Background: an optimization exercise with open tools, aiming at small area and a short achievable clock period. Do not read the settings as production practice.
In this exercise RTL edits were held to simulation tests only and were not proved equivalent to the original.

build 56:
Design multiplier_16bit, start of the top module:
module multiplier_16bit (
    input  wire clk,
    input  wire rst,
    input  wire signed [15:0] a,
    input  wire signed [15:0] b,
    output reg  signed [31:0] product,
    output reg  signed [15:0] a_out,
    output reg  signed [15:0] b_out
);
Settings: LEC_CHECK=0, ABC_AREA=1, CAP_MARGIN=20, CORE_MARGIN=2, CORE_UTILIZATION=55, PLACE_DENSITY=0.65, SLEW_MARGIN=20, SYNTH_HIERARCHICAL=1; clock period 20.0 ns.
standard.sh (not shown) runs the stock make flow with config.mk's settings and CLKGATE_MAP_FILE= SYNTH_SCRIPT=/design/flow/synth_recipe.tcl, a recipe that flattens the netlist after the stock synthesis.
==> flow/flow/run.sh <==
#!/bin/bash
# The standard synthesis and layout, with these changes to the layout:
#  * the port buffers are the smallest buffer cell (buffer_ports -buffer_cell) instead of
#    the delay-cell buffers buffer_ports picks by itself;
#  * the clock tree uses the buffers in flow/cts_bufs.txt and no dummy loads;
#  * repair_timing aims for extra setup slack (flow/setup_margin.txt, ns) so the resizer
#    speeds up the critical paths. The clock and I/O constraints are unchanged.
set -euo pipefail
# clock tree: small clock buffers and no dummy loads (64 flip-flops need little drive)
export CTS_ARGS="-sink_clustering_enable -repair_clock_nets -buf_list {$(cat flow/cts_bufs.txt)} -dont_use_dummy_load"
export BUFFER_PORTS_ARGS="-buffer_cell sky130_fd_sc_hd__buf_1"
M=$(cat flow/setup_margin.txt)
if [[ "$M" != "0" ]]; then export SETUP_SLACK_MARGIN=$M; fi
S=$(cat flow/move_sequence.txt)
if [[ -n "$S" ]]; then export SETUP_MOVE_SEQUENCE=$S; fi
bash standard.sh synth > synth.log 2>&1
bash standard.sh finish > layout.log 2>&1
==> flow/flow/cts_bufs.txt <==
sky130_fd_sc_hd__clkbuf_8
==> flow/flow/move_sequence.txt <==
unbuffer,sizeup,swap
==> flow/flow/setup_margin.txt <==
10.8
Build 56 went all the way through synthesis, placement and routing and the layout is clean on timing, DRC and antenna.
[inputs] build 49 vs build 56
- a deleted PLACE_DENSITY that had been 0.65
- a change of CORE_UTILIZATION from 55 to 40
--- outcome ---
- met2 as the layer with the highest usage after global routing was reported by build 49, and met1 by build 56.
- On total DRC errors in the routed layout, build 56 and build 49 are neck and neck.
- Delta (build 49 minus build 56): routed wire length shows an increase of 810 µm, worst max-slew margin expressed relative to the limit shows an increase of 1.3 points, final period demand of the worst path shows a reduction of 0.039 ns, biggest cell delay along the critical path shows a reduction of 0.03 ns.
- Compared with build 56, wire length the detailed router placed on met1 in build 49 increased by a few percent.
- No run among build 56 and build 49 stopped early or left any final violation; all are clean.
- Global-route usage in build 49 is 6.8 points lower than in build 56
[inputs] build 78 vs build 49
--- a/flow/flow/run.sh
+++ b/flow/flow/run.sh
@@ -10 +10 @@
-export CTS_ARGS="-sink_clustering_enable -repair_clock_nets -buf_list {$(cat flow/cts_bufs.txt)} -dont_use_dummy_load"
+export CTS_ARGS="-sink_clustering_enable -repair_clock_nets -buf_list {$(cat flow/cts_bufs.txt)} -dont_use_dummy_load -sink_clustering_size 24 -sink_clustering_max_diameter 120"
==> comparison <==
- Reported for build 49 and build 78, placeable core region turned out identical to the last digit.
- [compare] base=build 49 new=build 78: final cycle utilization of the critical path saw little to no change, die area saw little to no change.

Another version of the RTL of multiplier_16bit (not shown whole).
Size: about 64 flip-flops, roughly 8100 µm² of cells after synthesis.
// multiplier_16bit
module multiplier_16bit (
    input  wire clk,
    input  wire rst,
    input  wire signed [15:0] a,
    input  wire signed [15:0] b,
    output reg  signed [31:0] product,
    output reg  signed [15:0] a_out,
    output reg  signed [15:0] b_out
);
    wire [15:0] ag = a;
    wire [31:0] accn = product;
    wire [16:0] x0;    
    wire one0 = b[0] ^ 1'b0;
    wire two0 = (b[1] & ~b[0] & ~1'b0) | (~b[1] & b[0] & 1'b0);
    wire neg0 = b[1];
    assign x0[0] = ((one0 & ag[0]) | (two0 & 1'b0)) ^ neg0;
    assign x0[1] = ((one0 & ag[1]) | (two0 & ag[0])) ^ neg0;
    assign x0[2] = ((one0 & ag[2]) | (two0 & ag[1])) ^ neg0;
    assign x0[3] = ((one0 & ag[3]) | (two0 & ag[2])) ^ neg0;
    assign x0[4] = ((one0 & ag[4]) | (two0 & ag[3])) ^ neg0;
    assign x0[5] = ((one0 & ag[5]) | (two0 & ag[4])) ^ neg0;
    assign x0[6] = ((one0 & ag[6]) | (two0 & ag[5])) ^ neg0;
    assign x0[7] = ((one0 & ag[7]) | (two0 & ag[6])) ^ neg0;
    assign x0[8] = ((one0 & ag[8]) | (two0 & ag[7])) ^ neg0;
    assign x0[9] = ((one0 & ag[9]) | (two0 & ag[8])) ^ neg0;
    assign x0[10] = ((one0 & ag[10]) | (two0 & ag[9])) ^ neg0;
    assign x0[11] = ((one0 & ag[11]) | (two0 & ag[10])) ^ neg0;
    assign x0[12] = ((one0 & ag[12]) | (two0 & ag[11])) ^ neg0;
    assign x0[13] = ((one0 & ag[13]) | (two0 & ag[12])) ^ neg0;
    assign x0[14] = ((one0 & ag[14]) | (two0 & ag[13])) ^ neg0;
    assign x0[15] = ((one0 & ag[15]) | (two0 & ag[14])) ^ neg0;
    assign x0[16] = ~(((one0 & ag[15]) | (two0 & ag[15])) ^ neg0);
    wire [16:0] x1;    
    wire one1 = b[2] ^ b[1];
    wire two1 = (b[3] & ~b[2] & ~b[1]) | (~b[3] & b[2] & b[1]);
    wire neg1 = b[3];
    assign x1[0] = ((one1 & ag[0]) | (two1 & 1'b0)) ^ neg1;
    assign x1[1] = ((one1 & ag[1]) | (two1 & ag[0])) ^ neg1;
  ...
export LEC_CHECK = 0
export ABC_AREA = 1
export CAP_MARGIN = 20
export CORE_MARGIN = 2
export CORE_UTILIZATION = 40
export SLEW_MARGIN = 20
export SYNTH_HIERARCHICAL = 1
create_clock -name core_clock -period 20.0 [get_ports {clk}]
==> flow/flow/run.sh <==
#!/bin/bash
# The standard synthesis and layout, with these changes to the layout:
#  * the port buffers are the smallest buffer cell (buffer_ports -buffer_cell) instead of
#    the delay-cell buffers buffer_ports picks by itself;
#  * the clock tree uses the buffers in flow/cts_bufs.txt and no dummy loads;
#  * repair_timing aims for extra setup slack (flow/setup_margin.txt, ns) so the resizer
#    speeds up the critical paths. The clock and I/O constraints are unchanged.
set -euo pipefail
# clock tree: small clock buffers and no dummy loads (64 flip-flops need little drive)
export CTS_ARGS="-sink_clustering_enable -repair_clock_nets -buf_list {$(cat flow/cts_bufs.txt)} -dont_use_dummy_load"
export BUFFER_PORTS_ARGS="-buffer_cell sky130_fd_sc_hd__buf_1"
M=$(cat flow/setup_margin.txt)
if [[ "$M" != "0" ]]; then export SETUP_SLACK_MARGIN=$M; fi
S=$(cat flow/move_sequence.txt)
if [[ -n "$S" ]]; then export SETUP_MOVE_SEQUENCE=$S; fi
bash standard.sh synth > synth.log 2>&1
bash standard.sh finish > layout.log 2>&1
==> flow/flow/setup_margin.txt <==
11.05
Scripts as last shown in full above: flow/flow/cts_bufs.txt, flow/flow/move_sequence.txt
Edit:
--- a/flow/flow/run.sh
+++ b/flow/flow/run.sh
@@ -4,0 +5 @@
+#  * one tie cell drives all constant inputs;
@@ -10,0 +12,2 @@
+# one tie cell for all constant inputs instead of one per input
+export SKIP_REPAIR_TIE_FANOUT=1
==> flow/flow/setup_margin.txt (replaced) <==
10.8
--- a/flow/config.mk
+++ b/flow/config.mk
@@ -12 +12 @@
-export SLEW_MARGIN = 20
+export SLEW_MARGIN = 85
The new run completed without violations. Global-route usage went up by 1.9 points. Die area is unchanged.
Edit:
--- a/flow/flow/run.sh
+++ b/flow/flow/run.sh
@@ -5 +4,0 @@
-#  * one tie cell drives all constant inputs;
@@ -12,2 +10,0 @@
-# one tie cell for all constant inputs instead of one per input
-export SKIP_REPAIR_TIE_FANOUT=1
--- a/flow/config.mk
+++ b/flow/config.mk
@@ -12 +12 @@
-export SLEW_MARGIN = 85
+export SLEW_MARGIN = 20
Result: Count of clock-buffer cells in the layout is unchanged. Flip-flop and latch count stays the same. Non-clock buffer count went down by 59. Design area went down by about a fifth. First-iteration DRC count went up by a few percent. Clock skew went down by 9.3 ps.
Edit:
--- a/flow/flow/run.sh
+++ b/flow/flow/run.sh
@@ -4,0 +5 @@
+#  * one tie cell drives all constant inputs;
@@ -10,0 +12,2 @@
+# one tie cell for all constant inputs instead of one per input
+export SKIP_REPAIR_TIE_FANOUT=1
--- a/flow/config.mk
+++ b/flow/config.mk
@@ -12 +12 @@
-export SLEW_MARGIN = 20
+export SLEW_MARGIN = 70
What happened:
- The changed run produced a clean layout
- count of clock-buffer cells in the layout does not change
- non-clock buffer count rose by 5
- worst hold slack is about the same
- core utilization rose by 0.15 points
- via count hardly moves
- register-to-register slack is about the same
- setup slack is better by 21 ps

-- static timing again, ports no longer ideal --
How much do the figures lean on ideal ports? The routed layouts below were timed once more, with nothing changed but the port constraints. Step 1 sets driving cells, clkbuf_16 on the clock port and buf_2 on the other inputs (assumed; they add their load-dependent delay and slew). Step 2 moves the port delays by t, midway between the first and last clock arrival at a register: inputs arrive t later, outputs are due t later. That takes back most of the time a late clock gives input paths. Slacks: no drivers / after step 1 / after step 2; pairs: no drivers / after step 1.
run	t (ns)	setup WS [ns]	hold slack, ns	worst setup path at the end	slew at the worst register clock pin (ns)
build 56	0.401	11.118 / 11.131 / 10.730	0.668 / 0.668 / 0.668	input to register	0.08 / 0.08
build 49	0.401	11.157 / 11.175 / 10.773	0.694 / 0.694 / 0.694	input to register	0.09 / 0.09
build 78	0.401	11.157 / 11.175 / 10.773	0.694 / 0.694 / 0.694	input to register	0.09 / 0.09
the first run of note 2	0.397	11.226 / 11.242 / 10.845	0.673 / 0.673 / 0.673	input to register	0.07 / 0.07
the second run of note 2	0.422	10.969 / 10.989 / 10.567	0.667 / 0.667 / 0.667	input to register	0.09 / 0.09
the third run of note 2	0.396	11.069 / 11.079 / 10.683	0.673 / 0.673 / 0.673	input to register	0.08 / 0.08
the fourth run of note 2	0.403	11.090 / 11.099 / 10.696	0.673 / 0.673 / 0.673	input to register	0.08 / 0.08
After both steps setup and hold are still met in every run listed. The setup slack of the second run of note 2, which loses most, moves by +0.020 ns with the drivers and by -0.402 ns with both steps.
